This design comes from an exercise in tuning for small area and a short achievable clock period on the open sky130 flow, not from production work. The RTL was checked by simulation tests, not by an equivalence proof against the original design. Power is estimated from default activity; no workload was simulated.

==> design.v <==
package general_defines;
    parameter INT_DATA_W = 32;
    parameter POSIT_DATA_W = 8;
    parameter ROB_LENGTH = 16;
    parameter IQ_LENGTH = 8;
    parameter BYPASS_LENGTH = 3;
    parameter PHYS_REG_LENGTH = 64;
    parameter ARCH_REG_LENGTH = 32;
    parameter INSTR_MEM_LENGTH = 256;
    parameter DATA_MEM_LENGTH = 256;
    parameter FETCH_BUFFER_LENGTH = 8;
    parameter PHT_LENGTH = 256; 
    parameter BTB_LENGTH = 64;
    localparam ROB_IDX_W = (ROB_LENGTH > 1) ? $clog2(ROB_LENGTH) : 1;
    localparam IQ_IDX_W = (IQ_LENGTH > 1) ? $clog2(IQ_LENGTH) : 1;
    localparam BYPASS_IDX_W = (BYPASS_LENGTH > 1) ? $clog2(BYPASS_LENGTH) : 1;
    localparam PHYS_REG_IDX_W = (PHYS_REG_LENGTH > 1) ? $clog2(PHYS_REG_LENGTH) : 1;
    localparam ARCH_REG_IDX_W = (ARCH_REG_LENGTH > 1) ? $clog2(ARCH_REG_LENGTH) : 1;
    localparam INSTR_MEM_IDX_W = (INSTR_MEM_LENGTH > 1) ? $clog2(INSTR_MEM_LENGTH) : 1;
    localparam DATA_MEM_IDX_W = (DATA_MEM_LENGTH > 1) ? $clog2(DATA_MEM_LENGTH) : 1;
    localparam FETCH_BUFFER_IDX_W = (FETCH_BUFFER_LENGTH > 1) ? $clog2(FETCH_BUFFER_LENGTH) : 1;
    localparam PHT_IDX_W = (PHT_LENGTH> 1) ? $clog2(PHT_LENGTH) : 1;
    localparam BTB_IDX_W = (BTB_LENGTH > 1) ? $clog2(BTB_LENGTH) : 1;
    typedef struct packed{
        logic valid;
        logic [INSTR_MEM_IDX_W-1:0] pc;
        logic [ARCH_REG_IDX_W-1:0] logical_rd;
        logic [PHYS_REG_IDX_W-1:0] phys_rd;
        logic [PHYS_REG_IDX_W-1:0] old_phys_rd;   
        logic [INT_DATA_W-1:0] result;
        logic done;
        logic is_store;
        logic is_load;
        logic [6:0] opcode;
        logic [2:0] funct3;
        logic [6:0] funct7;
        logic is_branch;
        logic pred_taken;
        logic [INSTR_MEM_IDX_W-1:0] pred_target;
        logic branch_taken;                      
        logic [INSTR_MEM_IDX_W-1:0] branch_target;   
    } rob_entry_t;
    typedef struct packed {
        logic [6:0] opcode;
        logic [INSTR_MEM_IDX_W-1:0] pc;
        logic [PHYS_REG_IDX_W-1:0] phys_rd;
        logic [PHYS_REG_IDX_W-1:0] phys_rs1;
        logic [PHYS_REG_IDX_W-1:0] phys_rs2;
        logic [INT_DATA_W-1:0] imm;
        logic [2:0] fu_type;  
        logic rs1_ready;
        logic rs2_ready;
        logic [INT_DATA_W-1:0] rs1_value;  
        logic [INT_DATA_W-1:0] rs2_value;
        logic valid;
        logic [2:0] funct3;
        logic [6:0] funct7;
        logic [ROB_IDX_W-1:0] rob_idx;
    } iq_entry_t;
    typedef struct packed {
        logic valid;
        logic [PHYS_REG_IDX_W-1:0] phys_rd;
        logic [INT_DATA_W-1:0] result;
    } bypass_entry_t;
endpackage
/*verilator lint_off MULTITOP*/
import general_defines::*;
module adder(
    input clk,
    input rst,
    input logic [INT_DATA_W-1:0] a,
    input logic [INT_DATA_W-1:0] b,
    input logic valid_i,
    output logic [INT_DATA_W-1:0] result,
    output logic valid_o
);
always_ff @(posedge clk) begin
    if(rst) begin
        result <= 'b0;
        valid_o <= 1'b0;
    end
    else begin
        valid_o <= valid_i;
        if(valid_i) begin
            result <= a+b;
        end
    end
end
endmodule
module subtractor(
    input clk,
    input rst,
    input logic [INT_DATA_W-1:0] a,
    input logic [INT_DATA_W-1:0] b,
    input logic valid_i,
    output logic [INT_DATA_W-1:0] result,
    output logic valid_o
);
always_ff @(posedge clk) begin
    if(rst) begin
        result <= 'b0;
        valid_o <= 1'b0;
    end
    else begin
        valid_o <= valid_i;
        if(valid_i) begin
            result <= a-b;
        end
    end
end
endmodule
module multiplier(
    input clk,
    input rst,
    input logic [INT_DATA_W-1:0] a,
    input logic [INT_DATA_W-1:0] b,
    input logic valid_i,
    output logic [INT_DATA_W-1:0] result,
    output logic busy
);
logic [1:0]  count_mul;
logic [31:0] a_store;
logic [23:0] hi;
logic [31:0] t;
logic        cprev;
mul_step step (.a(a_store), .c(result[7:0]), .cprev(cprev), .hi(hi), .t(t));
always_ff @(posedge clk) begin
    if (!busy) a_store <= a;
    hi <= busy ? t[31:8] : 24'b0;
    cprev <= busy & result[7];
    count_mul <= busy ? count_mul + 2'd1 : 2'd0;
end
always_ff @(posedge clk) begin
    if(rst) begin
        result <= 'b0;
        busy <= 'b0;
    end
    else if (!busy) begin
        if (valid_i) begin
            result <= b;
            busy <= 1'b1;
        end
    end
    else begin
        result <= {t[7:0], result[31:8]};
        if (count_mul == 2'b11) busy <= 1'b0;
    end
end
endmodule
module divider(
    input clk,
    input rst,
    input logic [INT_DATA_W-1:0] a,
    input logic [INT_DATA_W-1:0] b,
    input logic valid_i,
    output logic [INT_DATA_W-1:0] result,
    output logic busy
);
logic [2:0]  count_div;
logic [31:0] nd;         
logic [31:0] rem;
logic        dnz;
logic [31:0] r [0:4];
logic [31:0] q [0:4];
assign dnz = ~&nd;
function automatic logic [32:0] div_step(input logic [32:0] s, input logic [31:0] nd);
    logic [31:0] g, p, pp, diff;
    logic ge;
    p = s[31:0] ^ nd;
    g = s[31:0] & nd;
    g[0] = s[0] | nd[0];       
    pp = p;
    for (int l = 1; l <= 5; l++) begin
        for (int i = (1 << l) - 1; i < 32; i += (1 << l)) begin
            g[i] = g[i] | (pp[i] & g[i - (1 << (l - 1))]);
            pp[i] = pp[i] & pp[i - (1 << (l - 1))];
        end
    end
    for (int l = 4; l >= 1; l--) begin
        for (int i = (1 << l) + (1 << (l - 1)) - 1; i < 32; i += (1 << l)) begin
            g[i] = g[i] | (pp[i] & g[i - (1 << (l - 1))]);
            pp[i] = pp[i] & pp[i - (1 << (l - 1))];
        end
    end
    diff = p ^ {g[30:0], 1'b1};
    ge = s[32] | g[31];
    div_step = {ge, ge ? diff : s[31:0]};
endfunction
always_comb begin
    r[0] = rem;
    q[0] = result;
    for (int j = 0; j < 4; j++) begin
        logic [32:0] st;
        logic ge;
        st = div_step({r[j], q[j][31]}, nd);
        ge = st[32] & dnz;
        r[j+1] = ge ? st[31:0] : {r[j][30:0], q[j][31]};
        q[j+1] = {q[j][30:0], ge};
    end
end
always_ff @(posedge clk) begin
    if (!busy) nd <= ~b;
    rem <= busy ? r[4] : 32'b0;
    count_div <= busy ? count_div + 3'd1 : 3'd0;
end
always_ff @(posedge clk) begin
    if(rst) begin
        result <= 'b0;
        busy <= 'b0;
    end
    else if (!busy) begin
        if (valid_i) begin
            result <= a;
            busy <= 1'b1;
        end
    end
    else begin
        result <= q[4];
        if (count_div == 3'b111) busy <= 1'b0;
    end
end
endmodule
module mul_step (
    input  logic [31:0] a,
    input  logic [7:0]  c,
    input  logic        cprev,
    input  logic [23:0] hi,
    output logic [31:0] t
);
logic pp1, pp2, pp3, pp4, pp5, pp6, pp7, pp8, pp9, pp10, pp11, pp12;
logic pp13, pp14, pp15, pp16, pp17, pp18, pp19, pp20, pp21, pp22, pp23, pp24;
logic pp25, pp26, pp27, pp28, pp29, pp30, pp31, pp32, pp33, pp34, pp35, pp36;
logic pp37, pp38, pp39, pp40, pp41, pp42, pp43, pp44, pp45, pp46, pp47, pp48;
logic pp49, pp50, pp51, pp52, pp53, pp54, pp55, pp56, pp57, pp58, pp59, pp60;
logic pp61, pp62, pp63, pp64, pp65, pp66, pp67, pp68, pp69, pp70, pp71, pp72;
logic pp73, pp74, pp75, pp76, pp77, pp78, pp79, pp80, pp81, pp82, pp83, pp84;
logic pp85, pp86, pp87, pp88, pp89, pp90, pp91, pp92, pp93, pp94, pp95, pp96;
logic pp97, pp98, pp99, pp100, pp101, pp102, pp103, pp104, pp105, pp106, pp107, pp108;
logic pp109, pp110, pp111, pp112, pp113, pp114, pp115, pp116, pp117, pp118, pp119, pp120;
logic pp121, pp122, pp123, pp124, pp125, pp126, pp127, pp128, pp129, pp130, pp131, pp132;
logic pp133, pp134, pp135, pp136, pp137, pp138, pp139, pp140, pp141, pp142, pp143, pp144;
logic pp145, pp146, pp147, pp148, pp149, pp150, pp151, pp152, pp153, pp154, pp155, pp156;
logic pp157, pp158, pp159, pp160, pp161, pp162, pp163, pp164, pp165, pp166, pp167, pp168;
logic pp169, pp170, pp171, pp172, pp173, pp174, pp175, pp176, pp177, pp178, pp179, pp180;
logic pp181, pp182, pp183, pp184, pp185, pp186, pp187, pp188, pp189, pp190, pp191, pp192;
logic pp193, pp194, pp195, pp196, pp197, pp198, pp199, pp200, pp201, pp202, pp203, pp204;
logic pp205, pp206, pp207, pp208, pp209, pp210, pp211, pp212, pp213, pp214, pp215, pp216;
logic pp217, pp218, pp219, pp220, pp221, pp222, pp223, pp224, pp225, pp226, pp227, pp228;
logic s229, c230, s231, c232, s233, c234, s235, c236, s237, c238, s239, c240;
logic s241, c242, s243, c244, s245, c246, s247, c248, s249, c250, s251, c252;
logic s253, c254, s255, c256, s257, c258, s259, c260, s261, c262, s263, c264;
logic s265, c266, s267, c268, s269, c270, s271, c272, s273, c274, s275, c276;
logic s277, c278, s279, c280, s281, c282, s283, c284, s285, c286, s287, c288;
logic s289, c290, s291, c292, s293, c294, s295, c296, s297, c298, s299, c300;
logic s301, c302, s303, c304, s305, c306, s307, c308, s309, c310, s311, c312;
logic s313, c314, s315, c316, s317, c318, s319, c320, s321, c322, s323, c324;
logic s325, c326, s327, c328, s329, c330, s331, c332, s333, c334, s335, c336;
logic s337, c338, s339, c340, s341, c342, s343, c344, s345, c346, s347, c348;
logic s349, c350, s351, c352, s353, c354, s355, c356, s357, c358, s359, c360;
logic s361, c362, s363, c364, s365, c366, s367, c368, s369, c370, s371, c372;
logic s373, c374, s375, c376, s377, c378, s379, s380, s381, s382, c383, s384;
logic c385, s386, c387, s388, c389, s390, c391, s392, c393, s394, c395, s396;
logic c397, s398, c399, s400, c401, s402, c403, s404, c405, s406, c407, s408;
logic c409, s410, c411, s412, c413, s414, c415, s416, c417, s418, c419, s420;
logic c421, s422, c423, s424, c425, s426, c427, s428, c429, s430, c431, s432;
logic c433, s434, c435, s436, c437, s438, c439, s440, c441, s442, c443, s444;
logic c445, s446, c447, s448, c449, s450, c451, s452, c453, s454, c455, s456;
logic c457, s458, c459, s460, c461, s462, c463, s464, c465, s466, c467, s468;
logic c469, s470, c471, s472, c473, s474, c475, s476, c477, s478, c479, s480;
logic c481, s482, c483, s484, c485, s486, c487, s488, c489, s490, c491, s492;
logic s493, s494, c495, s496, c497, s498, c499, s500, c501, s502, c503, s504;
logic c505, s506, c507, s508, c509, s510, c511, s512, c513, s514, c515, s516;
logic c517, s518, c519, s520, c521, s522, c523, s524, c525, s526, c527, s528;
logic c529, s530, c531, s532, c533, s534, c535, s536, c537, s538, c539, s540;
logic c541, s542, c543, s544, c545, s546, c547, s548, c549, s550, c551, s552;
logic s553, c554, s555, c556, s557, c558, s559, c560, s561, c562, s563, c564;
logic s565, c566, s567, c568, s569, c570, s571, c572, s573, c574, s575, c576;
logic s577, c578, s579, c580, s581, c582, s583, c584, s585, c586, s587, c588;
logic s589, c590, s591, c592, s593, c594, s595, c596, s597, c598, s599, c600;
logic s601, c602, s603, c604, s605, c606, s607, c608, s609, c610, s611, c612;
logic s613, s614, c615, s616, c617, s618, c619, s620, c621, s622, c623, s624;
logic c625, s626, c627, s628, c629, s630, c631, s632, c633, s634, c635, s636;
logic c637, s638, c639, s640, c641, s642, c643, s644, c645, s646, c647, s648;
logic c649, s650, c651, s652, c653, s654, c655, s656, c657, s658, c659, s660;
logic c661, s662, c663, s664, c665, s666, c667, s668, c669, s670, c671, s672;
logic c673, s674, c675, s676;
assign pp1 = a[0] & c[0];
assign pp2 = a[1] & c[0];
assign pp3 = a[2] & c[0];
assign pp4 = a[3] & c[0];
assign pp5 = a[4] & c[0];
assign pp6 = a[5] & c[0];
assign pp7 = a[6] & c[0];
assign pp8 = a[7] & c[0];
assign pp9 = a[8] & c[0];
assign pp10 = a[9] & c[0];
assign pp11 = a[10] & c[0];
assign pp12 = a[11] & c[0];
assign pp13 = a[12] & c[0];
assign pp14 = a[13] & c[0];
assign pp15 = a[14] & c[0];
assign pp16 = a[15] & c[0];
assign pp17 = a[16] & c[0];
assign pp18 = a[17] & c[0];
assign pp19 = a[18] & c[0];
assign pp20 = a[19] & c[0];
assign pp21 = a[20] & c[0];
assign pp22 = a[21] & c[0];
assign pp23 = a[22] & c[0];
assign pp24 = a[23] & c[0];
assign pp25 = a[24] & c[0];
assign pp26 = a[25] & c[0];
assign pp27 = a[26] & c[0];
assign pp28 = a[27] & c[0];
assign pp29 = a[28] & c[0];
assign pp30 = a[29] & c[0];
assign pp31 = a[30] & c[0];
assign pp32 = a[31] & c[0];
assign pp33 = a[0] & c[1];
assign pp34 = a[1] & c[1];
assign pp35 = a[2] & c[1];
assign pp36 = a[3] & c[1];
assign pp37 = a[4] & c[1];
assign pp38 = a[5] & c[1];
assign pp39 = a[6] & c[1];
assign pp40 = a[7] & c[1];
assign pp41 = a[8] & c[1];
assign pp42 = a[9] & c[1];
assign pp43 = a[10] & c[1];
assign pp44 = a[11] & c[1];
assign pp45 = a[12] & c[1];
assign pp46 = a[13] & c[1];
assign pp47 = a[14] & c[1];
assign pp48 = a[15] & c[1];
assign pp49 = a[16] & c[1];
assign pp50 = a[17] & c[1];
assign pp51 = a[18] & c[1];
assign pp52 = a[19] & c[1];
assign pp53 = a[20] & c[1];
assign pp54 = a[21] & c[1];
assign pp55 = a[22] & c[1];
assign pp56 = a[23] & c[1];
assign pp57 = a[24] & c[1];
assign pp58 = a[25] & c[1];
assign pp59 = a[26] & c[1];
assign pp60 = a[27] & c[1];
assign pp61 = a[28] & c[1];
assign pp62 = a[29] & c[1];
assign pp63 = a[30] & c[1];
assign pp64 = a[0] & c[2];
assign pp65 = a[1] & c[2];
assign pp66 = a[2] & c[2];
assign pp67 = a[3] & c[2];
assign pp68 = a[4] & c[2];
assign pp69 = a[5] & c[2];
assign pp70 = a[6] & c[2];
assign pp71 = a[7] & c[2];
assign pp72 = a[8] & c[2];
assign pp73 = a[9] & c[2];
assign pp74 = a[10] & c[2];
assign pp75 = a[11] & c[2];
assign pp76 = a[12] & c[2];
assign pp77 = a[13] & c[2];
assign pp78 = a[14] & c[2];
assign pp79 = a[15] & c[2];
assign pp80 = a[16] & c[2];
assign pp81 = a[17] & c[2];
assign pp82 = a[18] & c[2];
assign pp83 = a[19] & c[2];
assign pp84 = a[20] & c[2];
assign pp85 = a[21] & c[2];
assign pp86 = a[22] & c[2];
assign pp87 = a[23] & c[2];
assign pp88 = a[24] & c[2];
assign pp89 = a[25] & c[2];
assign pp90 = a[26] & c[2];
assign pp91 = a[27] & c[2];
assign pp92 = a[28] & c[2];
assign pp93 = a[29] & c[2];
assign pp94 = a[0] & c[3];
assign pp95 = a[1] & c[3];
assign pp96 = a[2] & c[3];
assign pp97 = a[3] & c[3];
assign pp98 = a[4] & c[3];
assign pp99 = a[5] & c[3];
assign pp100 = a[6] & c[3];
assign pp101 = a[7] & c[3];
assign pp102 = a[8] & c[3];
assign pp103 = a[9] & c[3];
assign pp104 = a[10] & c[3];
assign pp105 = a[11] & c[3];
assign pp106 = a[12] & c[3];
assign pp107 = a[13] & c[3];
assign pp108 = a[14] & c[3];
assign pp109 = a[15] & c[3];
assign pp110 = a[16] & c[3];
assign pp111 = a[17] & c[3];
assign pp112 = a[18] & c[3];
assign pp113 = a[19] & c[3];
assign pp114 = a[20] & c[3];
assign pp115 = a[21] & c[3];
assign pp116 = a[22] & c[3];
assign pp117 = a[23] & c[3];
assign pp118 = a[24] & c[3];
assign pp119 = a[25] & c[3];
assign pp120 = a[26] & c[3];
assign pp121 = a[27] & c[3];
assign pp122 = a[28] & c[3];
assign pp123 = a[0] & c[4];
assign pp124 = a[1] & c[4];
assign pp125 = a[2] & c[4];
assign pp126 = a[3] & c[4];
assign pp127 = a[4] & c[4];
assign pp128 = a[5] & c[4];
assign pp129 = a[6] & c[4];
assign pp130 = a[7] & c[4];
assign pp131 = a[8] & c[4];
assign pp132 = a[9] & c[4];
assign pp133 = a[10] & c[4];
assign pp134 = a[11] & c[4];
assign pp135 = a[12] & c[4];
assign pp136 = a[13] & c[4];
assign pp137 = a[14] & c[4];
assign pp138 = a[15] & c[4];
assign pp139 = a[16] & c[4];
assign pp140 = a[17] & c[4];
assign pp141 = a[18] & c[4];
assign pp142 = a[19] & c[4];
assign pp143 = a[20] & c[4];
assign pp144 = a[21] & c[4];
assign pp145 = a[22] & c[4];
assign pp146 = a[23] & c[4];
assign pp147 = a[24] & c[4];
assign pp148 = a[25] & c[4];
assign pp149 = a[26] & c[4];
assign pp150 = a[27] & c[4];
assign pp151 = a[0] & c[5];
assign pp152 = a[1] & c[5];
assign pp153 = a[2] & c[5];
assign pp154 = a[3] & c[5];
assign pp155 = a[4] & c[5];
assign pp156 = a[5] & c[5];
assign pp157 = a[6] & c[5];
assign pp158 = a[7] & c[5];
assign pp159 = a[8] & c[5];
assign pp160 = a[9] & c[5];
assign pp161 = a[10] & c[5];
assign pp162 = a[11] & c[5];
assign pp163 = a[12] & c[5];
assign pp164 = a[13] & c[5];
assign pp165 = a[14] & c[5];
assign pp166 = a[15] & c[5];
assign pp167 = a[16] & c[5];
assign pp168 = a[17] & c[5];
assign pp169 = a[18] & c[5];
assign pp170 = a[19] & c[5];
assign pp171 = a[20] & c[5];
assign pp172 = a[21] & c[5];
assign pp173 = a[22] & c[5];
assign pp174 = a[23] & c[5];
assign pp175 = a[24] & c[5];
assign pp176 = a[25] & c[5];
assign pp177 = a[26] & c[5];
assign pp178 = a[0] & c[6];
assign pp179 = a[1] & c[6];
assign pp180 = a[2] & c[6];
assign pp181 = a[3] & c[6];
assign pp182 = a[4] & c[6];
assign pp183 = a[5] & c[6];
assign pp184 = a[6] & c[6];
assign pp185 = a[7] & c[6];
assign pp186 = a[8] & c[6];
assign pp187 = a[9] & c[6];
assign pp188 = a[10] & c[6];
assign pp189 = a[11] & c[6];
assign pp190 = a[12] & c[6];
assign pp191 = a[13] & c[6];
assign pp192 = a[14] & c[6];
assign pp193 = a[15] & c[6];
assign pp194 = a[16] & c[6];
assign pp195 = a[17] & c[6];
assign pp196 = a[18] & c[6];
assign pp197 = a[19] & c[6];
assign pp198 = a[20] & c[6];
assign pp199 = a[21] & c[6];
assign pp200 = a[22] & c[6];
assign pp201 = a[23] & c[6];
assign pp202 = a[24] & c[6];
assign pp203 = a[25] & c[6];
assign pp204 = a[0] & c[7];
assign pp205 = a[1] & c[7];
assign pp206 = a[2] & c[7];
assign pp207 = a[3] & c[7];
assign pp208 = a[4] & c[7];
assign pp209 = a[5] & c[7];
assign pp210 = a[6] & c[7];
assign pp211 = a[7] & c[7];
assign pp212 = a[8] & c[7];
assign pp213 = a[9] & c[7];
assign pp214 = a[10] & c[7];
assign pp215 = a[11] & c[7];
assign pp216 = a[12] & c[7];
assign pp217 = a[13] & c[7];
assign pp218 = a[14] & c[7];
assign pp219 = a[15] & c[7];
assign pp220 = a[16] & c[7];
assign pp221 = a[17] & c[7];
assign pp222 = a[18] & c[7];
assign pp223 = a[19] & c[7];
assign pp224 = a[20] & c[7];
assign pp225 = a[21] & c[7];
assign pp226 = a[22] & c[7];
assign pp227 = a[23] & c[7];
assign pp228 = a[24] & c[7];
assign s229 = pp6 ^ pp37;
assign c230 = pp6 & pp37;
assign s231 = pp7 ^ pp38 ^ pp68;
assign c232 = (pp7 & pp38) | (pp7 & pp68) | (pp38 & pp68);
assign s233 = pp97 ^ pp125;
assign c234 = pp97 & pp125;
assign s235 = pp8 ^ pp39 ^ pp69;
assign c236 = (pp8 & pp39) | (pp8 & pp69) | (pp39 & pp69);
assign s237 = pp98 ^ pp126 ^ pp153;
assign c238 = (pp98 & pp126) | (pp98 & pp153) | (pp126 & pp153);
assign s239 = pp179 ^ pp204;
assign c240 = pp179 & pp204;
assign s241 = pp9 ^ pp40 ^ pp70;
assign c242 = (pp9 & pp40) | (pp9 & pp70) | (pp40 & pp70);
assign s243 = pp99 ^ pp127 ^ pp154;
assign c244 = (pp99 & pp127) | (pp99 & pp154) | (pp127 & pp154);
assign s245 = pp180 ^ pp205 ^ hi[8];
assign c246 = (pp180 & pp205) | (pp180 & hi[8]) | (pp205 & hi[8]);
assign s247 = pp10 ^ pp41 ^ pp71;
assign c248 = (pp10 & pp41) | (pp10 & pp71) | (pp41 & pp71);
assign s249 = pp100 ^ pp128 ^ pp155;
assign c250 = (pp100 & pp128) | (pp100 & pp155) | (pp128 & pp155);
assign s251 = pp181 ^ pp206 ^ hi[9];
assign c252 = (pp181 & pp206) | (pp181 & hi[9]) | (pp206 & hi[9]);
assign s253 = pp11 ^ pp42 ^ pp72;
assign c254 = (pp11 & pp42) | (pp11 & pp72) | (pp42 & pp72);
assign s255 = pp101 ^ pp129 ^ pp156;
assign c256 = (pp101 & pp129) | (pp101 & pp156) | (pp129 & pp156);
assign s257 = pp182 ^ pp207 ^ hi[10];
assign c258 = (pp182 & pp207) | (pp182 & hi[10]) | (pp207 & hi[10]);
assign s259 = pp12 ^ pp43 ^ pp73;
assign c260 = (pp12 & pp43) | (pp12 & pp73) | (pp43 & pp73);
assign s261 = pp102 ^ pp130 ^ pp157;
assign c262 = (pp102 & pp130) | (pp102 & pp157) | (pp130 & pp157);
assign s263 = pp183 ^ pp208 ^ hi[11];
assign c264 = (pp183 & pp208) | (pp183 & hi[11]) | (pp208 & hi[11]);
assign s265 = pp13 ^ pp44 ^ pp74;
assign c266 = (pp13 & pp44) | (pp13 & pp74) | (pp44 & pp74);
assign s267 = pp103 ^ pp131 ^ pp158;
assign c268 = (pp103 & pp131) | (pp103 & pp158) | (pp131 & pp158);
assign s269 = pp184 ^ pp209 ^ hi[12];
assign c270 = (pp184 & pp209) | (pp184 & hi[12]) | (pp209 & hi[12]);
assign s271 = pp14 ^ pp45 ^ pp75;
assign c272 = (pp14 & pp45) | (pp14 & pp75) | (pp45 & pp75);
assign s273 = pp104 ^ pp132 ^ pp159;
assign c274 = (pp104 & pp132) | (pp104 & pp159) | (pp132 & pp159);
assign s275 = pp185 ^ pp210 ^ hi[13];
assign c276 = (pp185 & pp210) | (pp185 & hi[13]) | (pp210 & hi[13]);
assign s277 = pp15 ^ pp46 ^ pp76;
assign c278 = (pp15 & pp46) | (pp15 & pp76) | (pp46 & pp76);
assign s279 = pp105 ^ pp133 ^ pp160;
assign c280 = (pp105 & pp133) | (pp105 & pp160) | (pp133 & pp160);
assign s281 = pp186 ^ pp211 ^ hi[14];
assign c282 = (pp186 & pp211) | (pp186 & hi[14]) | (pp211 & hi[14]);
assign s283 = pp16 ^ pp47 ^ pp77;
assign c284 = (pp16 & pp47) | (pp16 & pp77) | (pp47 & pp77);
assign s285 = pp106 ^ pp134 ^ pp161;
assign c286 = (pp106 & pp134) | (pp106 & pp161) | (pp134 & pp161);
assign s287 = pp187 ^ pp212 ^ hi[15];
assign c288 = (pp187 & pp212) | (pp187 & hi[15]) | (pp212 & hi[15]);
assign s289 = pp17 ^ pp48 ^ pp78;
assign c290 = (pp17 & pp48) | (pp17 & pp78) | (pp48 & pp78);
assign s291 = pp107 ^ pp135 ^ pp162;
assign c292 = (pp107 & pp135) | (pp107 & pp162) | (pp135 & pp162);
assign s293 = pp188 ^ pp213 ^ hi[16];
assign c294 = (pp188 & pp213) | (pp188 & hi[16]) | (pp213 & hi[16]);
assign s295 = pp18 ^ pp49 ^ pp79;
assign c296 = (pp18 & pp49) | (pp18 & pp79) | (pp49 & pp79);
assign s297 = pp108 ^ pp136 ^ pp163;
assign c298 = (pp108 & pp136) | (pp108 & pp163) | (pp136 & pp163);
assign s299 = pp189 ^ pp214 ^ hi[17];
assign c300 = (pp189 & pp214) | (pp189 & hi[17]) | (pp214 & hi[17]);
assign s301 = pp19 ^ pp50 ^ pp80;
assign c302 = (pp19 & pp50) | (pp19 & pp80) | (pp50 & pp80);
assign s303 = pp109 ^ pp137 ^ pp164;
assign c304 = (pp109 & pp137) | (pp109 & pp164) | (pp137 & pp164);
assign s305 = pp190 ^ pp215 ^ hi[18];
assign c306 = (pp190 & pp215) | (pp190 & hi[18]) | (pp215 & hi[18]);
assign s307 = pp20 ^ pp51 ^ pp81;
assign c308 = (pp20 & pp51) | (pp20 & pp81) | (pp51 & pp81);
assign s309 = pp110 ^ pp138 ^ pp165;
assign c310 = (pp110 & pp138) | (pp110 & pp165) | (pp138 & pp165);
assign s311 = pp191 ^ pp216 ^ hi[19];
assign c312 = (pp191 & pp216) | (pp191 & hi[19]) | (pp216 & hi[19]);
assign s313 = pp21 ^ pp52 ^ pp82;
assign c314 = (pp21 & pp52) | (pp21 & pp82) | (pp52 & pp82);
assign s315 = pp111 ^ pp139 ^ pp166;
assign c316 = (pp111 & pp139) | (pp111 & pp166) | (pp139 & pp166);
assign s317 = pp192 ^ pp217 ^ hi[20];
assign c318 = (pp192 & pp217) | (pp192 & hi[20]) | (pp217 & hi[20]);
assign s319 = pp22 ^ pp53 ^ pp83;
assign c320 = (pp22 & pp53) | (pp22 & pp83) | (pp53 & pp83);
assign s321 = pp112 ^ pp140 ^ pp167;
assign c322 = (pp112 & pp140) | (pp112 & pp167) | (pp140 & pp167);
assign s323 = pp193 ^ pp218 ^ hi[21];
assign c324 = (pp193 & pp218) | (pp193 & hi[21]) | (pp218 & hi[21]);
assign s325 = pp23 ^ pp54 ^ pp84;
assign c326 = (pp23 & pp54) | (pp23 & pp84) | (pp54 & pp84);
assign s327 = pp113 ^ pp141 ^ pp168;
assign c328 = (pp113 & pp141) | (pp113 & pp168) | (pp141 & pp168);
assign s329 = pp194 ^ pp219 ^ hi[22];
assign c330 = (pp194 & pp219) | (pp194 & hi[22]) | (pp219 & hi[22]);
assign s331 = pp24 ^ pp55 ^ pp85;
assign c332 = (pp24 & pp55) | (pp24 & pp85) | (pp55 & pp85);
assign s333 = pp114 ^ pp142 ^ pp169;
assign c334 = (pp114 & pp142) | (pp114 & pp169) | (pp142 & pp169);
assign s335 = pp195 ^ pp220 ^ hi[23];
assign c336 = (pp195 & pp220) | (pp195 & hi[23]) | (pp220 & hi[23]);
assign s337 = pp25 ^ pp56 ^ pp86;
assign c338 = (pp25 & pp56) | (pp25 & pp86) | (pp56 & pp86);
assign s339 = pp115 ^ pp143 ^ pp170;
assign c340 = (pp115 & pp143) | (pp115 & pp170) | (pp143 & pp170);
assign s341 = pp196 ^ pp221;
assign c342 = pp196 & pp221;
assign s343 = pp26 ^ pp57 ^ pp87;
assign c344 = (pp26 & pp57) | (pp26 & pp87) | (pp57 & pp87);
assign s345 = pp116 ^ pp144 ^ pp171;
assign c346 = (pp116 & pp144) | (pp116 & pp171) | (pp144 & pp171);
assign s347 = pp197 ^ pp222;
assign c348 = pp197 & pp222;
assign s349 = pp27 ^ pp58 ^ pp88;
assign c350 = (pp27 & pp58) | (pp27 & pp88) | (pp58 & pp88);
assign s351 = pp117 ^ pp145 ^ pp172;
assign c352 = (pp117 & pp145) | (pp117 & pp172) | (pp145 & pp172);
assign s353 = pp198 ^ pp223;
assign c354 = pp198 & pp223;
assign s355 = pp28 ^ pp59 ^ pp89;
assign c356 = (pp28 & pp59) | (pp28 & pp89) | (pp59 & pp89);
assign s357 = pp118 ^ pp146 ^ pp173;
assign c358 = (pp118 & pp146) | (pp118 & pp173) | (pp146 & pp173);
assign s359 = pp199 ^ pp224;
assign c360 = pp199 & pp224;
assign s361 = pp29 ^ pp60 ^ pp90;
assign c362 = (pp29 & pp60) | (pp29 & pp90) | (pp60 & pp90);
assign s363 = pp119 ^ pp147 ^ pp174;
assign c364 = (pp119 & pp147) | (pp119 & pp174) | (pp147 & pp174);
assign s365 = pp200 ^ pp225;
assign c366 = pp200 & pp225;
assign s367 = pp30 ^ pp61 ^ pp91;
assign c368 = (pp30 & pp61) | (pp30 & pp91) | (pp61 & pp91);
assign s369 = pp120 ^ pp148 ^ pp175;
assign c370 = (pp120 & pp148) | (pp120 & pp175) | (pp148 & pp175);
assign s371 = pp201 ^ pp226;
assign c372 = pp201 & pp226;
assign s373 = pp31 ^ pp62 ^ pp92;
assign c374 = (pp31 & pp62) | (pp31 & pp92) | (pp62 & pp92);
assign s375 = pp121 ^ pp149 ^ pp176;
assign c376 = (pp121 & pp149) | (pp121 & pp176) | (pp149 & pp176);
assign s377 = pp202 ^ pp227;
assign c378 = pp202 & pp227;
assign s379 = pp32 ^ pp63 ^ pp93;
assign s380 = pp122 ^ pp150 ^ pp177;
assign s381 = pp203 ^ pp228;
assign s382 = pp4 ^ pp35;
assign c383 = pp4 & pp35;
assign s384 = pp5 ^ pp36 ^ pp66;
assign c385 = (pp5 & pp36) | (pp5 & pp66) | (pp36 & pp66);
assign s386 = pp95 ^ pp123;
assign c387 = pp95 & pp123;
assign s388 = pp67 ^ pp96 ^ pp124;
assign c389 = (pp67 & pp96) | (pp67 & pp124) | (pp96 & pp124);
assign s390 = pp151 ^ hi[5] ^ s229;
assign c391 = (pp151 & hi[5]) | (pp151 & s229) | (hi[5] & s229);
assign s392 = pp152 ^ pp178 ^ hi[6];
assign c393 = (pp152 & pp178) | (pp152 & hi[6]) | (pp178 & hi[6]);
assign s394 = s231 ^ s233 ^ c230;
assign c395 = (s231 & s233) | (s231 & c230) | (s233 & c230);
assign s396 = hi[7] ^ s235 ^ s237;
assign c397 = (hi[7] & s235) | (hi[7] & s237) | (s235 & s237);
assign s398 = s239 ^ c232 ^ c234;
assign c399 = (s239 & c232) | (s239 & c234) | (c232 & c234);
assign s400 = s241 ^ s243 ^ s245;
assign c401 = (s241 & s243) | (s241 & s245) | (s243 & s245);
assign s402 = c236 ^ c238 ^ c240;
assign c403 = (c236 & c238) | (c236 & c240) | (c238 & c240);
assign s404 = s247 ^ s249 ^ s251;
assign c405 = (s247 & s249) | (s247 & s251) | (s249 & s251);
assign s406 = c242 ^ c244 ^ c246;
assign c407 = (c242 & c244) | (c242 & c246) | (c244 & c246);
assign s408 = s253 ^ s255 ^ s257;
assign c409 = (s253 & s255) | (s253 & s257) | (s255 & s257);
assign s410 = c248 ^ c250 ^ c252;
assign c411 = (c248 & c250) | (c248 & c252) | (c250 & c252);
assign s412 = s259 ^ s261 ^ s263;
assign c413 = (s259 & s261) | (s259 & s263) | (s261 & s263);
assign s414 = c254 ^ c256 ^ c258;
assign c415 = (c254 & c256) | (c254 & c258) | (c256 & c258);
assign s416 = s265 ^ s267 ^ s269;
assign c417 = (s265 & s267) | (s265 & s269) | (s267 & s269);
assign s418 = c260 ^ c262 ^ c264;
assign c419 = (c260 & c262) | (c260 & c264) | (c262 & c264);
assign s420 = s271 ^ s273 ^ s275;
assign c421 = (s271 & s273) | (s271 & s275) | (s273 & s275);
assign s422 = c266 ^ c268 ^ c270;
assign c423 = (c266 & c268) | (c266 & c270) | (c268 & c270);
assign s424 = s277 ^ s279 ^ s281;
assign c425 = (s277 & s279) | (s277 & s281) | (s279 & s281);
assign s426 = c272 ^ c274 ^ c276;
assign c427 = (c272 & c274) | (c272 & c276) | (c274 & c276);
assign s428 = s283 ^ s285 ^ s287;
assign c429 = (s283 & s285) | (s283 & s287) | (s285 & s287);
assign s430 = c278 ^ c280 ^ c282;
assign c431 = (c278 & c280) | (c278 & c282) | (c280 & c282);
assign s432 = s289 ^ s291 ^ s293;
assign c433 = (s289 & s291) | (s289 & s293) | (s291 & s293);
assign s434 = c284 ^ c286 ^ c288;
assign c435 = (c284 & c286) | (c284 & c288) | (c286 & c288);
assign s436 = s295 ^ s297 ^ s299;
assign c437 = (s295 & s297) | (s295 & s299) | (s297 & s299);
assign s438 = c290 ^ c292 ^ c294;
assign c439 = (c290 & c292) | (c290 & c294) | (c292 & c294);
assign s440 = s301 ^ s303 ^ s305;
assign c441 = (s301 & s303) | (s301 & s305) | (s303 & s305);
assign s442 = c296 ^ c298 ^ c300;
assign c443 = (c296 & c298) | (c296 & c300) | (c298 & c300);
assign s444 = s307 ^ s309 ^ s311;
assign c445 = (s307 & s309) | (s307 & s311) | (s309 & s311);
assign s446 = c302 ^ c304 ^ c306;
assign c447 = (c302 & c304) | (c302 & c306) | (c304 & c306);
assign s448 = s313 ^ s315 ^ s317;
assign c449 = (s313 & s315) | (s313 & s317) | (s315 & s317);
assign s450 = c308 ^ c310 ^ c312;
assign c451 = (c308 & c310) | (c308 & c312) | (c310 & c312);
assign s452 = s319 ^ s321 ^ s323;
assign c453 = (s319 & s321) | (s319 & s323) | (s321 & s323);
assign s454 = c314 ^ c316 ^ c318;
assign c455 = (c314 & c316) | (c314 & c318) | (c316 & c318);
assign s456 = s325 ^ s327 ^ s329;
assign c457 = (s325 & s327) | (s325 & s329) | (s327 & s329);
assign s458 = c320 ^ c322 ^ c324;
assign c459 = (c320 & c322) | (c320 & c324) | (c322 & c324);
assign s460 = s331 ^ s333 ^ s335;
assign c461 = (s331 & s333) | (s331 & s335) | (s333 & s335);
assign s462 = c326 ^ c328 ^ c330;
assign c463 = (c326 & c328) | (c326 & c330) | (c328 & c330);
assign s464 = s337 ^ s339 ^ s341;
assign c465 = (s337 & s339) | (s337 & s341) | (s339 & s341);
assign s466 = c332 ^ c334 ^ c336;
assign c467 = (c332 & c334) | (c332 & c336) | (c334 & c336);
assign s468 = s343 ^ s345 ^ s347;
assign c469 = (s343 & s345) | (s343 & s347) | (s345 & s347);
assign s470 = c338 ^ c340 ^ c342;
assign c471 = (c338 & c340) | (c338 & c342) | (c340 & c342);
assign s472 = s349 ^ s351 ^ s353;
assign c473 = (s349 & s351) | (s349 & s353) | (s351 & s353);
assign s474 = c344 ^ c346 ^ c348;
assign c475 = (c344 & c346) | (c344 & c348) | (c346 & c348);
assign s476 = s355 ^ s357 ^ s359;
assign c477 = (s355 & s357) | (s355 & s359) | (s357 & s359);
assign s478 = c350 ^ c352 ^ c354;
assign c479 = (c350 & c352) | (c350 & c354) | (c352 & c354);
assign s480 = s361 ^ s363 ^ s365;
assign c481 = (s361 & s363) | (s361 & s365) | (s363 & s365);
assign s482 = c356 ^ c358 ^ c360;
assign c483 = (c356 & c358) | (c356 & c360) | (c358 & c360);
assign s484 = s367 ^ s369 ^ s371;
assign c485 = (s367 & s369) | (s367 & s371) | (s369 & s371);
assign s486 = c362 ^ c364 ^ c366;
assign c487 = (c362 & c364) | (c362 & c366) | (c364 & c366);
assign s488 = s373 ^ s375 ^ s377;
assign c489 = (s373 & s375) | (s373 & s377) | (s375 & s377);
assign s490 = c368 ^ c370 ^ c372;
assign c491 = (c368 & c370) | (c368 & c372) | (c370 & c372);
assign s492 = s379 ^ s380 ^ s381;
assign s493 = c374 ^ c376 ^ c378;
assign s494 = pp3 ^ pp34;
assign c495 = pp3 & pp34;
assign s496 = pp65 ^ pp94 ^ hi[3];
assign c497 = (pp65 & pp94) | (pp65 & hi[3]) | (pp94 & hi[3]);
assign s498 = hi[4] ^ s384 ^ s386;
assign c499 = (hi[4] & s384) | (hi[4] & s386) | (s384 & s386);
assign s500 = s388 ^ s390 ^ c385;
assign c501 = (s388 & s390) | (s388 & c385) | (s390 & c385);
assign s502 = s392 ^ s394 ^ c389;
assign c503 = (s392 & s394) | (s392 & c389) | (s394 & c389);
assign s504 = s396 ^ s398 ^ c393;
assign c505 = (s396 & s398) | (s396 & c393) | (s398 & c393);
assign s506 = s400 ^ s402 ^ c397;
assign c507 = (s400 & s402) | (s400 & c397) | (s402 & c397);
assign s508 = s404 ^ s406 ^ c401;
assign c509 = (s404 & s406) | (s404 & c401) | (s406 & c401);
assign s510 = s408 ^ s410 ^ c405;
assign c511 = (s408 & s410) | (s408 & c405) | (s410 & c405);
assign s512 = s412 ^ s414 ^ c409;
assign c513 = (s412 & s414) | (s412 & c409) | (s414 & c409);
assign s514 = s416 ^ s418 ^ c413;
assign c515 = (s416 & s418) | (s416 & c413) | (s418 & c413);
assign s516 = s420 ^ s422 ^ c417;
assign c517 = (s420 & s422) | (s420 & c417) | (s422 & c417);
assign s518 = s424 ^ s426 ^ c421;
assign c519 = (s424 & s426) | (s424 & c421) | (s426 & c421);
assign s520 = s428 ^ s430 ^ c425;
assign c521 = (s428 & s430) | (s428 & c425) | (s430 & c425);
assign s522 = s432 ^ s434 ^ c429;
assign c523 = (s432 & s434) | (s432 & c429) | (s434 & c429);
assign s524 = s436 ^ s438 ^ c433;
assign c525 = (s436 & s438) | (s436 & c433) | (s438 & c433);
assign s526 = s440 ^ s442 ^ c437;
assign c527 = (s440 & s442) | (s440 & c437) | (s442 & c437);
assign s528 = s444 ^ s446 ^ c441;
assign c529 = (s444 & s446) | (s444 & c441) | (s446 & c441);
assign s530 = s448 ^ s450 ^ c445;
assign c531 = (s448 & s450) | (s448 & c445) | (s450 & c445);
assign s532 = s452 ^ s454 ^ c449;
assign c533 = (s452 & s454) | (s452 & c449) | (s454 & c449);
assign s534 = s456 ^ s458 ^ c453;
assign c535 = (s456 & s458) | (s456 & c453) | (s458 & c453);
assign s536 = s460 ^ s462 ^ c457;
assign c537 = (s460 & s462) | (s460 & c457) | (s462 & c457);
assign s538 = s464 ^ s466 ^ c461;
assign c539 = (s464 & s466) | (s464 & c461) | (s466 & c461);
assign s540 = s468 ^ s470 ^ c465;
assign c541 = (s468 & s470) | (s468 & c465) | (s470 & c465);
assign s542 = s472 ^ s474 ^ c469;
assign c543 = (s472 & s474) | (s472 & c469) | (s474 & c469);
assign s544 = s476 ^ s478 ^ c473;
assign c545 = (s476 & s478) | (s476 & c473) | (s478 & c473);
assign s546 = s480 ^ s482 ^ c477;
assign c547 = (s480 & s482) | (s480 & c477) | (s482 & c477);
assign s548 = s484 ^ s486 ^ c481;
assign c549 = (s484 & s486) | (s484 & c481) | (s486 & c481);
assign s550 = s488 ^ s490 ^ c485;
assign c551 = (s488 & s490) | (s488 & c485) | (s490 & c485);
assign s552 = s492 ^ s493 ^ c489;
assign s553 = pp2 ^ pp33;
assign c554 = pp2 & pp33;
assign s555 = pp64 ^ hi[2] ^ s494;
assign c556 = (pp64 & hi[2]) | (pp64 & s494) | (hi[2] & s494);
assign s557 = s382 ^ s496 ^ c495;
assign c558 = (s382 & s496) | (s382 & c495) | (s496 & c495);
assign s559 = c383 ^ s498 ^ c497;
assign c560 = (c383 & s498) | (c383 & c497) | (s498 & c497);
assign s561 = c387 ^ s500 ^ c499;
assign c562 = (c387 & s500) | (c387 & c499) | (s500 & c499);
assign s563 = c391 ^ s502 ^ c501;
assign c564 = (c391 & s502) | (c391 & c501) | (s502 & c501);
assign s565 = c395 ^ s504 ^ c503;
assign c566 = (c395 & s504) | (c395 & c503) | (s504 & c503);
assign s567 = c399 ^ s506 ^ c505;
assign c568 = (c399 & s506) | (c399 & c505) | (s506 & c505);
assign s569 = c403 ^ s508 ^ c507;
assign c570 = (c403 & s508) | (c403 & c507) | (s508 & c507);
assign s571 = c407 ^ s510 ^ c509;
assign c572 = (c407 & s510) | (c407 & c509) | (s510 & c509);
assign s573 = c411 ^ s512 ^ c511;
assign c574 = (c411 & s512) | (c411 & c511) | (s512 & c511);
assign s575 = c415 ^ s514 ^ c513;
assign c576 = (c415 & s514) | (c415 & c513) | (s514 & c513);
assign s577 = c419 ^ s516 ^ c515;
assign c578 = (c419 & s516) | (c419 & c515) | (s516 & c515);
assign s579 = c423 ^ s518 ^ c517;
assign c580 = (c423 & s518) | (c423 & c517) | (s518 & c517);
assign s581 = c427 ^ s520 ^ c519;
assign c582 = (c427 & s520) | (c427 & c519) | (s520 & c519);
assign s583 = c431 ^ s522 ^ c521;
assign c584 = (c431 & s522) | (c431 & c521) | (s522 & c521);
assign s585 = c435 ^ s524 ^ c523;
assign c586 = (c435 & s524) | (c435 & c523) | (s524 & c523);
assign s587 = c439 ^ s526 ^ c525;
assign c588 = (c439 & s526) | (c439 & c525) | (s526 & c525);
assign s589 = c443 ^ s528 ^ c527;
assign c590 = (c443 & s528) | (c443 & c527) | (s528 & c527);
assign s591 = c447 ^ s530 ^ c529;
assign c592 = (c447 & s530) | (c447 & c529) | (s530 & c529);
assign s593 = c451 ^ s532 ^ c531;
assign c594 = (c451 & s532) | (c451 & c531) | (s532 & c531);
assign s595 = c455 ^ s534 ^ c533;
assign c596 = (c455 & s534) | (c455 & c533) | (s534 & c533);
assign s597 = c459 ^ s536 ^ c535;
assign c598 = (c459 & s536) | (c459 & c535) | (s536 & c535);
assign s599 = c463 ^ s538 ^ c537;
assign c600 = (c463 & s538) | (c463 & c537) | (s538 & c537);
assign s601 = c467 ^ s540 ^ c539;
assign c602 = (c467 & s540) | (c467 & c539) | (s540 & c539);
assign s603 = c471 ^ s542 ^ c541;
assign c604 = (c471 & s542) | (c471 & c541) | (s542 & c541);
assign s605 = c475 ^ s544 ^ c543;
assign c606 = (c475 & s544) | (c475 & c543) | (s544 & c543);
assign s607 = c479 ^ s546 ^ c545;
assign c608 = (c479 & s546) | (c479 & c545) | (s546 & c545);
assign s609 = c483 ^ s548 ^ c547;
assign c610 = (c483 & s548) | (c483 & c547) | (s548 & c547);
assign s611 = c487 ^ s550 ^ c549;
assign c612 = (c487 & s550) | (c487 & c549) | (s550 & c549);
assign s613 = c491 ^ s552 ^ c551;
assign s614 = pp1 ^ hi[0];
assign c615 = pp1 & hi[0];
assign s616 = hi[1] ^ s553 ^ c615;
assign c617 = (hi[1] & s553) | (hi[1] & c615) | (s553 & c615);
assign s618 = s555 ^ c554 ^ c617;
assign c619 = (s555 & c554) | (s555 & c617) | (c554 & c617);
assign s620 = s557 ^ c556 ^ c619;
assign c621 = (s557 & c556) | (s557 & c619) | (c556 & c619);
assign s622 = s559 ^ c558 ^ c621;
assign c623 = (s559 & c558) | (s559 & c621) | (c558 & c621);
assign s624 = s561 ^ c560 ^ c623;
assign c625 = (s561 & c560) | (s561 & c623) | (c560 & c623);
assign s626 = s563 ^ c562 ^ c625;
assign c627 = (s563 & c562) | (s563 & c625) | (c562 & c625);
assign s628 = s565 ^ c564 ^ c627;
assign c629 = (s565 & c564) | (s565 & c627) | (c564 & c627);
assign s630 = s567 ^ c566 ^ c629;
assign c631 = (s567 & c566) | (s567 & c629) | (c566 & c629);
assign s632 = s569 ^ c568 ^ c631;
assign c633 = (s569 & c568) | (s569 & c631) | (c568 & c631);
assign s634 = s571 ^ c570 ^ c633;
assign c635 = (s571 & c570) | (s571 & c633) | (c570 & c633);
assign s636 = s573 ^ c572 ^ c635;
assign c637 = (s573 & c572) | (s573 & c635) | (c572 & c635);
assign s638 = s575 ^ c574 ^ c637;
assign c639 = (s575 & c574) | (s575 & c637) | (c574 & c637);
assign s640 = s577 ^ c576 ^ c639;
assign c641 = (s577 & c576) | (s577 & c639) | (c576 & c639);
assign s642 = s579 ^ c578 ^ c641;
assign c643 = (s579 & c578) | (s579 & c641) | (c578 & c641);
assign s644 = s581 ^ c580 ^ c643;
assign c645 = (s581 & c580) | (s581 & c643) | (c580 & c643);
assign s646 = s583 ^ c582 ^ c645;
assign c647 = (s583 & c582) | (s583 & c645) | (c582 & c645);
assign s648 = s585 ^ c584 ^ c647;
assign c649 = (s585 & c584) | (s585 & c647) | (c584 & c647);
assign s650 = s587 ^ c586 ^ c649;
assign c651 = (s587 & c586) | (s587 & c649) | (c586 & c649);
assign s652 = s589 ^ c588 ^ c651;
assign c653 = (s589 & c588) | (s589 & c651) | (c588 & c651);
assign s654 = s591 ^ c590 ^ c653;
assign c655 = (s591 & c590) | (s591 & c653) | (c590 & c653);
assign s656 = s593 ^ c592 ^ c655;
assign c657 = (s593 & c592) | (s593 & c655) | (c592 & c655);
assign s658 = s595 ^ c594 ^ c657;
assign c659 = (s595 & c594) | (s595 & c657) | (c594 & c657);
assign s660 = s597 ^ c596 ^ c659;
assign c661 = (s597 & c596) | (s597 & c659) | (c596 & c659);
assign s662 = s599 ^ c598 ^ c661;
assign c663 = (s599 & c598) | (s599 & c661) | (c598 & c661);
assign s664 = s601 ^ c600 ^ c663;
assign c665 = (s601 & c600) | (s601 & c663) | (c600 & c663);
assign s666 = s603 ^ c602 ^ c665;
assign c667 = (s603 & c602) | (s603 & c665) | (c602 & c665);
assign s668 = s605 ^ c604 ^ c667;
assign c669 = (s605 & c604) | (s605 & c667) | (c604 & c667);
assign s670 = s607 ^ c606 ^ c669;
assign c671 = (s607 & c606) | (s607 & c669) | (c606 & c669);
assign s672 = s609 ^ c608 ^ c671;
assign c673 = (s609 & c608) | (s609 & c671) | (c608 & c671);
assign s674 = s611 ^ c610 ^ c673;
assign c675 = (s611 & c610) | (s611 & c673) | (c610 & c673);
assign s676 = s613 ^ c612 ^ c675;
assign t = {s676, s674, s672, s670, s668, s666, s664, s662, s660, s658, s656, s654, s652, s650, s648, s646, s644, s642, s640, s638, s636, s634, s632, s630, s628, s626, s624, s622, s620, s618, s616, s614};
endmodule
/*verilator lint_on MULTITOP*/
import general_defines::*;
module int_fu (
    input  logic                  clk,
    input  logic                  rst,
    input  logic [INT_DATA_W-1:0] add_a,
    input  logic [INT_DATA_W-1:0] add_b,
    input  logic                  add_valid_i,
    output logic [INT_DATA_W-1:0] add_result,
    output logic                  add_valid_o,
    input  logic [INT_DATA_W-1:0] sub_a,
    input  logic [INT_DATA_W-1:0] sub_b,
    input  logic                  sub_valid_i,
    output logic [INT_DATA_W-1:0] sub_result,
    output logic                  sub_valid_o,
    input  logic [INT_DATA_W-1:0] mul_a,
    input  logic [INT_DATA_W-1:0] mul_b,
    input  logic                  mul_valid_i,
    output logic [INT_DATA_W-1:0] mul_result,
    output logic                  mul_busy,
    input  logic [INT_DATA_W-1:0] div_a,
    input  logic [INT_DATA_W-1:0] div_b,
    input  logic                  div_valid_i,
    output logic [INT_DATA_W-1:0] div_result,
    output logic                  div_busy
);
    adder int_adder (
        .clk(clk), .rst(rst), .a(add_a), .b(add_b), .valid_i(add_valid_i),
        .result(add_result), .valid_o(add_valid_o)
    );
    subtractor int_subtractor (
        .clk(clk), .rst(rst), .a(sub_a), .b(sub_b), .valid_i(sub_valid_i),
        .result(sub_result), .valid_o(sub_valid_o)
    );
    multiplier int_multiplier (
        .clk(clk), .rst(rst), .a(mul_a), .b(mul_b), .valid_i(mul_valid_i),
        .result(mul_result), .busy(mul_busy)
    );
    divider int_divider (
        .clk(clk), .rst(rst), .a(div_a), .b(div_b), .valid_i(div_valid_i),
        .result(div_result), .busy(div_busy)
    );
endmodule
==> flow/run.sh <==
#!/bin/bash
# The standard layout, with the smallest buffer cell on the ports in place of
# the one buffer_ports picks by default, a clock tree of smaller buffers
# without dummy loads, and timing repair asked to reach a setup slack of
# SETUP_SLACK_MARGIN ns.
set -euo pipefail
export BUFFER_PORTS_ARGS="-buffer_cell sky130_fd_sc_hd__buf_1"
export CTS_ARGS="-sink_clustering_enable -repair_clock_nets -dont_use_dummy_load -buf_list sky130_fd_sc_hd__clkbuf_8 -sink_clustering_size 20 -sink_clustering_max_diameter 60"
bash standard.sh SETUP_SLACK_MARGIN=66 > standard.log 2>&1
==> standard.sh <==
#!/bin/bash
# synth_recipe.tcl (not shown) runs the flow's synth.tcl, then flattens the netlist and writes it again
# the make line also repeats each setting of config.mk as NAME=value (left out here)
make -C /OpenROAD-flow-scripts/flow DESIGN_CONFIG=/design/flow/config.mk WORK_HOME=/design/flow/orfs CLKGATE_MAP_FILE= SYNTH_SCRIPT=/design/flow/synth_recipe.tcl "${@:-finish}"
==> config.mk <==
export PLATFORM = sky130hd
export DESIGN_NAME = int_fu
export DESIGN_NICKNAME = int_fu
export VERILOG_FILES = /design/flow/design.v
export SDC_FILE = /design/flow/constraint.sdc
export NUM_CORES = 4
export LEC_CHECK = 0
export CAP_MARGIN = 20
export CORE_MARGIN = 2
export CORE_UTILIZATION = 60
export CTS_BUF_LIST = sky130_fd_sc_hd__clkbuf_4
export SLEW_MARGIN = 20
==> constraint.sdc <==
create_clock -name core_clock -period 85.0 [get_ports {clk}]
set_input_delay 17.0000 -clock core_clock [delete_from_list [all_inputs] [get_ports {clk}]]
set_output_delay 17.0000 -clock core_clock [all_outputs]
set_load 0.01 [all_outputs]
==> out/results.txt <==
The run finished with no timing, DRC or antenna violations. TritonCTS built the clock tree. For the row count, the log shows 75. Of the post-synthesis cell area, the part taken by muxes is 6.749%.

Excluding fillers, the count of instances in the completed layout stands at 3,670. After detailed placement, the total cell area comes to 27,360 µm². For this run, the share of the core covered by cells in the final layout is 67.82%. At the end of the flow, the number of nets in the layout was 3,865.

The number of vias in the routed layout is 21,060. The per-cell routed wire length is 19.31 µm, and the clock insertion delay at the later pin of the skew report is 0.62 ns. For the yosys synthesis warning count, the log shows 6. The synthesized netlist devotes 4.206% of its cell area to XOR and XNOR gates. Setup repair after global routing could not meet its margin everywhere. For the pin with the worst max-slew slack, the measured transition is 1.068 ns. For this configuration, the core starts out at a cell density of 60.47%. Sum of internal, switching and leakage power: 1.337 mW. Ranked by total cell area, the synthesized netlist is headed by fa_1, dfxtp_1, ha_1. For the total nets after synthesis, the log shows 3,492. The die covers 43,650 µm². Synthesis instantiated 72 different standard cells from the library. Register-to-register setup slack: 70.96 ns. The cell count after placement was 3,604; the cell count after synthesis was 2,755. The number of clock buffers added by TritonCTS is 34. The maximum resistive drop on vdd was 0.0001087 V; the number of antenna violations at the first check in global routing was 3.

The core footprint is 41,670 µm². The number of cells on the worst reg-to-reg path is 39. The synthesized design contains 64 enable-type register cells. Number of sinks on the clock net: 257.

After filler insertion, the fill cell instance count of the layout stands at 3,473. Between clock sinks in the finished design, the worst skew comes to 0.06409 ns. Type of the most critical hold path: register to register.

The cell sitting at the root of the clock tree is a clkbuf_8. For the final number of max-transition violations, the log shows 0. The fraction of post-synthesis cell area in the top cell type by area was 21.53%; the headroom to the max-slew limit was 26.98%. The total DRC errors in the routed layout was 0.

Total routing resource utilization after global routing: 32.72%. Data on the critical path arrives at its endpoint at 19.57 ns. The summed area of non-filler cells in the final layout was 28,260 µm²; the total of flip-flops plus latches after synthesis was 257.

Among all flip-flop cells after synthesis, the most frequent one is dfxtp_1. The simple-gate portion of the synthesized area is 14.74%. Cells with a size suffix above 1 make up 6.046% of the layout. In this run the worst path has a maximum fanout of 3. The dominant combinational cell family by area after synthesis was adder cells. The worst register-to-register path ends at int_multiplier.hi[23]$_SDFF_PN0_. Each instance of the synthesized netlist takes up on average 9.145 µm².

Dividing the detail-routed via count by the number of cells gives 5.739. Entering global routing, the biggest net connects 88 pins. The detail route stage leaves a number of antenna-violating nets equal to 0. The area growth from synthesis to layout is 12.16%.

The HPWL after detailed placement is 53,660 µm. For the iteration count of the initial detailed-routing pass, the log shows 5. Counting along the longest clock path gives a buffer depth of 3.

Wires add up to 70,850 µm. In this run the number of H-tree levels came out at 2. The sequential fraction of the synthesis area was 22.96%.

The tools report the number of global-route vias before repair as 21,890. The run gives 0 as the final hold violation count. The first global-routing pass estimated 113,200 µm of wire.

The worst register-to-register path begins at int_multiplier.result[0]$_SDFFE_PP0P_. The count of buffers inserted at the top-level ports is 393. Max-cap violations in this run came to 0. The leakage power of the design was 12.75 nW.

The worst setup path is of the input port to register kind. The share of async-settable or async-resettable flops after synthesis is 0%, and the adder-cell share of the synthesized area is 31.66%. Critical path launch point type: an input port. Data on the critical path is required at its endpoint by 85.47 ns. The areal power density over the cells was 47.31 nW/µm²; the global route total overflow was 0. The run gives 0 as the final setup violation count. The cell type with the highest aggregate area in the netlist was fa_1.

The tools report the routability-driven placement congestion ratio as 0.9562. The synthesized netlist devotes 12.96% of its cell area to compound gates. From bottom edge to top edge, the die measures 208.9 µm.

In the finished design, the share of the clock period the worst path needs comes to 22.47%. The tools report the number of DRC markers in iteration 0 as 1,208. The tools report the endpoint type of the worst setup path as a register.

The minimum clock period works out to 19.10 ns. The termination of the worst setup path was int_adder.result[26]$_SDFFE_PP0P_. Measured along the x axis, the die boundary spans 208.9 µm.

Clock-pin slew was measured on the worst setup and hold paths at 0.11 ns. The number of placed I/O pins was 394; the post-synthesis cell area was 25,190 µm². Beginning of the critical path: add_b[0]. Static timing analysis puts the maximum clock frequency at 0.05235 GHz. For the final routed database, the setup TNS stands at 0 ns.
-- logic make-up (layout without fill, tap and decap cells) --
| kind of cell | Yosys count | count (layout) |
|---|---|---|
| xor gates and xnor gates | 121 | 121 |
| AOI/OAI and AO/OA | 514 | 514 |
| muxes | 165 | 165 |
| adders and majority gates | 475 | 475 |
| and+or+nand+nor | 781 | 781 |
| buffers and inverters | 442 | 813 |
| DFF | 257 | 257 |
| other | 0 | 5 |
-- synth_stat cells, types with 76 or more instances --
master    instances
inv_1           339
fa_1            271
nor2_1          236
nand2_1         211
ha_1            204
dfxtp_1         193
a21oi_1         178
mux2i_1         144
and2_1          143
o21ai_0          90
clkbuf_1         87
xnor2_1          79
a21o_1           76
-- worst min-delay path by stage --
stage                                                      start                                      to  cells past startpoint
after floorplan              int_divider.count_div[0]$_SDFF_PN0_     int_divider.count_div[0]$_SDFF_PN0_                      1
after global placement       int_divider.count_div[0]$_SDFF_PN0_     int_divider.count_div[0]$_SDFF_PN0_                      1
after detailed placement  int_multiplier.count_mul[0]$_SDFF_PN0_  int_multiplier.count_mul[0]$_SDFF_PN0_                      1
after CTS                    int_divider.count_div[0]$_SDFF_PN0_     int_divider.count_div[0]$_SDFF_PN0_                      1
after global routing         int_divider.count_div[0]$_SDFF_PN0_     int_divider.count_div[0]$_SDFF_PN0_                      1
final                     int_multiplier.count_mul[0]$_SDFF_PN0_  int_multiplier.count_mul[0]$_SDFF_PN0_                      1
-- power by group --
part           leakage [nW]  internal, mW  switching (mW)
clock network         0.244        0.0356          0.0466
registers              2.24         0.150          0.0171
logic                  10.3         0.471           0.618
-- through the flow --
step,setup slack (ns),hold WS (ns)
2_1_floorplan,65.51,0.3992
3_5_place_dp,64.97,0.4229
6_report,65.90,0.4344
5_1_grt,65.78,0.4589
3_3_place_gp,65.00,0.4084
4_1_cts,65.95,0.4385
-- cell type report --
class / instances / area [µm²] / share of cell area [%]
multi-input combinational: 2056 / 18110 / 64.09
sequential: 257 / 5791 / 20.49
timing repair buffer: 440 / 1904 / 6.739
inverter: 339 / 1297 / 4.592
tap: 539 / 674.4 / 2.387
clock buffer: 34 / 467.9 / 1.656
antenna: 5 / 12.51 / 0.04428
-- critical path: stages --
cell       delay (ns)
buf_8            0.07
ha_4             0.13
inv_2            0.03
fa_2             0.35
nor2b_4          0.13
o21a_1           0.17
o21ai_2          0.08
a21oi_2          0.22
o41ai_4          0.10
o21ai_2          0.21
a21boi_2         0.09
o21bai_1         0.19
a21o_1           0.19
a2111oi_2        0.08
or4_1            0.52
-- layer usage --
metal,vias to the layer above,share of wire (%),wire (µm),global-route usage (%)
met2,662,49,34660,55.43
met1,10300,41,29250,41.23
met4,0,4.2,2964,15.37
met3,195,5.6,3975,5.110
li1,9908,-,-,-
met5,-,0,0,0
-- sequential cells by signal, indices dropped and copies added, names as in the netlist --
| register | count |
|---|---|
| int_adder.result | 32 |
| int_divider.nd | 32 |
| int_divider.rem | 32 |
| int_divider.result | 32 |
| int_multiplier.a_store | 32 |
| int_multiplier.result | 32 |
| int_subtractor.result | 32 |
| int_multiplier.hi | 24 |
| int_divider.count_div | 3 |
| int_multiplier.count_mul | 2 |
| int_adder.valid_o | 1 |
| int_divider.busy | 1 |
| int_multiplier.busy | 1 |
| int_subtractor.valid_o | 1 |
-- repair_timing --
action / 4_1_cts / 5_1_grt
hold buffers: 0 / 0
resized for setup: 27 / 23
setup buffers: 18 / 8
setup endpoints to repair: 14 / 15
pin swaps: 34 / 25
-- cell usage in the layout, fill, tap and decap left out, types with 25 or more instances in the layout --
master,instances
a21o_1,76
a21oi_1,171
and2_1,143
buf_1,380
buf_4,45
clkbuf_8,34
dfxtp_1,191
edfxtp_1,64
fa_1,269
ha_1,194
inv_1,334
mux2i_1,144
nand2_1,211
nand2b_1,38
nand3_1,36
nand4_1,25
nor2_1,233
nor3_1,26
o21a_1,34
o21ai_0,81
xnor2_1,79
xor2_1,42

## re-timing with driven ports
The results above use ideal ports. As a check the final layout listed here was re-extracted and re-timed, cells and wires unchanged.
Step 1 (the two cells are an assumption about what drives the block):
set clk [get_ports {clk}]
set_driving_cell -lib_cell sky130_fd_sc_hd__clkbuf_16 $clk
set_driving_cell -lib_cell sky130_fd_sc_hd__buf_2 [delete_from_list [all_inputs] $clk]
Step 2 adds t to the input delays and takes it off the output delays; t is the mean of the earliest and latest rising clock arrival at the registers after step 1. Input paths then give back, and output paths get back, about the clock's delay inside the block.
Slacks: ideal ports / drivers / drivers and shift; pairs: ideal ports / drivers.
shift t [ns]: 0.653
setup slack, ns: 65.899 / 65.893 / 65.240
worst hold slack (ns): 0.434 / 0.434 / 0.434
slew at the worst register clock pin (ns): 0.11 / 0.11
After both steps this run still meets setup and hold. The setup slack of this run moves by -0.006 ns with the drivers and by -0.659 ns with both steps.
